Context: an optimization exercise on an open-source flow, tuned for small area and a short achievable clock period. The choices shown serve that exercise and are no tape-out recipe.
Only simulation tests tie the RTL to the original design; equivalence was not proved.
Power is estimated from default activity; no workload was simulated.

## NEURON
module NEURON(Clock, SignA, SignB, SignC, SignD, ExponentA, ExponentB, ExponentC, ExponentD, MantissaA, MantissaB, MantissaC, MantissaD, SignOut, ExponentOut, MantissaOut, SignOut1, ExponentOut1, MantissaOut1, SignOut2, ExponentOut2, MantissaOut2);
export LEC_CHECK = 0
export CAP_MARGIN = 20
export CORE_MARGIN = 2
export CORE_UTILIZATION = 55
export CTS_BUF_LIST = sky130_fd_sc_hd__clkbuf_8
export SLEW_MARGIN = 20
create_clock -name core_clock -period 11.0 [get_ports {Clock}]
standard.sh (not shown) runs the stock make flow with config.mk's settings and CLKGATE_MAP_FILE= SYNTH_SCRIPT=/design/flow/synth_recipe.tcl, a recipe that flattens the netlist after the stock synthesis.
==> flow/flow/run.sh <==
#!/bin/bash
# The standard layout, with plain buf_1 cells as port buffers and timing
# repair aiming below the clock period (paths with less than SETUP_SLACK_MARGIN
# ns of slack are repaired).
set -euo pipefail
export BUFFER_PORTS_ARGS="-buffer_cell sky130_fd_sc_hd__buf_1"
export SETUP_SLACK_MARGIN=7.2
bash standard.sh > standard_flow.log 2>&1
The starting point completed with no timing, DRC or antenna violations.
Change:
--- a/flow/flow/run.sh
+++ b/flow/flow/run.sh
@@ -7 +7 @@
-export SETUP_SLACK_MARGIN=7.2
+export SETUP_SLACK_MARGIN=7.25
- TNS_END_PERCENT: unset -> 5
What happened: Worst setup slack got worse by 0.0033 ns; clock-buffer cell count is unchanged; clock skew goes up by 0.0038 ns; hold slack is about the same; final cell count goes down by 1.2%; core utilization goes down by 1.9 points; routed wire length goes down by 3.1%; non-clock buffer count goes down by 11; total power goes up by 0.32%; combinational power goes up by about 2%; sequential share of layout area goes up by 0.44 points.

* * *

Starting RTL as in the previous note.
Settings: LEC_CHECK=0, CAP_MARGIN=20, CORE_MARGIN=2, CORE_UTILIZATION=55, CTS_BUF_LIST=sky130_fd_sc_hd__clkbuf_8, SLEW_MARGIN=20, TNS_END_PERCENT=5; clock period 11.0 ns.
==> flow/flow/run.sh <==
#!/bin/bash
# The standard layout, with plain buf_1 cells as port buffers and timing
# repair aiming below the clock period (paths with less than SETUP_SLACK_MARGIN
# ns of slack are repaired).
set -euo pipefail
export BUFFER_PORTS_ARGS="-buffer_cell sky130_fd_sc_hd__buf_1"
export SETUP_SLACK_MARGIN=7.3
bash standard.sh > standard_flow.log 2>&1
Then changed:
--- a/flow/flow/run.sh
+++ b/flow/flow/run.sh
@@ -7 +7 @@
-export SETUP_SLACK_MARGIN=7.3
+export SETUP_SLACK_MARGIN=7.1
--- a/flow/config.mk
+++ b/flow/config.mk
@@ -11,0 +12 @@
+export PLACE_DENSITY = 0.7
- first-iteration DRC count drops by 7.4%
- core utilization came out lower by 0.53 points
- design area goes down by 0.82%
- wire length climbs by 2.3%
- worst setup slack is worse by 0.086 ns
- total power goes up by 1.3%
- flip-flop and latch count does not change
- global-route usage goes down by 0.35 points

* * *

NEURON, a different RTL version from the one above (not shown whole).
For scale: ~630 cells after synthesis, ~91 flip-flops, roughly 85 I/O pins, ~0.0064 mm^2 of cells after synthesis.
clock: 11.0 ns
lec_check: 0
cap_margin: 20
core_margin: 2
core_utilization: 55
cts_buf_list: sky130_fd_sc_hd__clkbuf_8
slew_margin: 20
synth_hierarchical: 1
tns_end_percent: 5
==> flow/flow/run.sh <==
#!/bin/bash
# The standard layout, with plain buf_1 cells as port buffers and timing
# repair aiming below the clock period (paths with less than SETUP_SLACK_MARGIN
# ns of slack are repaired).
set -euo pipefail
export BUFFER_PORTS_ARGS="-buffer_cell sky130_fd_sc_hd__buf_1"
export SETUP_SLACK_MARGIN=7.2
bash standard.sh > standard_flow.log 2>&1
Rerun with:
--- a/flow/flow/run.sh
+++ b/flow/flow/run.sh
@@ -6,3 +6,3 @@
 export BUFFER_PORTS_ARGS="-buffer_cell sky130_fd_sc_hd__buf_1"
-export SETUP_SLACK_MARGIN=7.2
+export SETUP_SLACK_MARGIN=7.3
 bash standard.sh > standard_flow.log 2>&1
Settings changed: CORE_UTILIZATION 55 to 60.
Effect: Die area shrinks by 8.0%. Synthesized area is unchanged. Power shrinks by 0.62%.
Rerun with:
Settings changed: CAP_MARGIN 20 to 10, SLEW_MARGIN 20 to 10.
Result:
- The new run went through all stages and came out clean
- sequential cell count does not change
- global-route usage is unchanged
- register-to-register slack stays flat
- fmax stays the same
- synthesized area stays the same
- setup slack does not change
- total power stays the same
- first-iteration DRC count stays the same
- utilization stays the same
- clock skew stays the same

==> port drivers added, routing unchanged <==
No port has a modelled driver above. Below, the same layouts with a new extraction and two added sets of constraints. Step 1, drivers: a clkbuf_16 drives Clock and a buf_2 each remaining input, both assumed. Step 2 moves the port delays by t, midway between the first and last clock arrival at a register: inputs arrive t later, outputs are due t later. That takes back most of the time a late clock gives input paths. Three values: ideal ports, drivers, drivers and shift; two values: the first two.
run	t, ns	setup WS [ns]	worst setup path at the end	clock arrival spread, ns	worst data-port slew with drivers (ns)
the first run of note 1	0.412	7.115 / 7.115 / 7.008	input to register	0.012 / 0.012	0.03
the second run of note 1	0.410	7.111 / 7.111 / 7.016	input to register	0.015 / 0.015	0.04
the first run of note 2	0.412	7.132 / 7.132 / 7.017	input to register	0.017 / 0.016	0.04
the second run of note 2	0.409	7.046 / 7.012 / 6.900	input to register	0.014 / 0.013	0.03
the first run of note 3	0.399	7.181 / 7.145 / 6.923	input to register	0.015 / 0.015	0.03
the second run of note 3	0.398	7.194 / 7.159 / 6.923	input to register	0.010 / 0.010	0.03
the third run of note 3	0.398	7.194 / 7.159 / 6.923	input to register	0.010 / 0.010	0.03
After both steps every run listed still meets setup and hold.
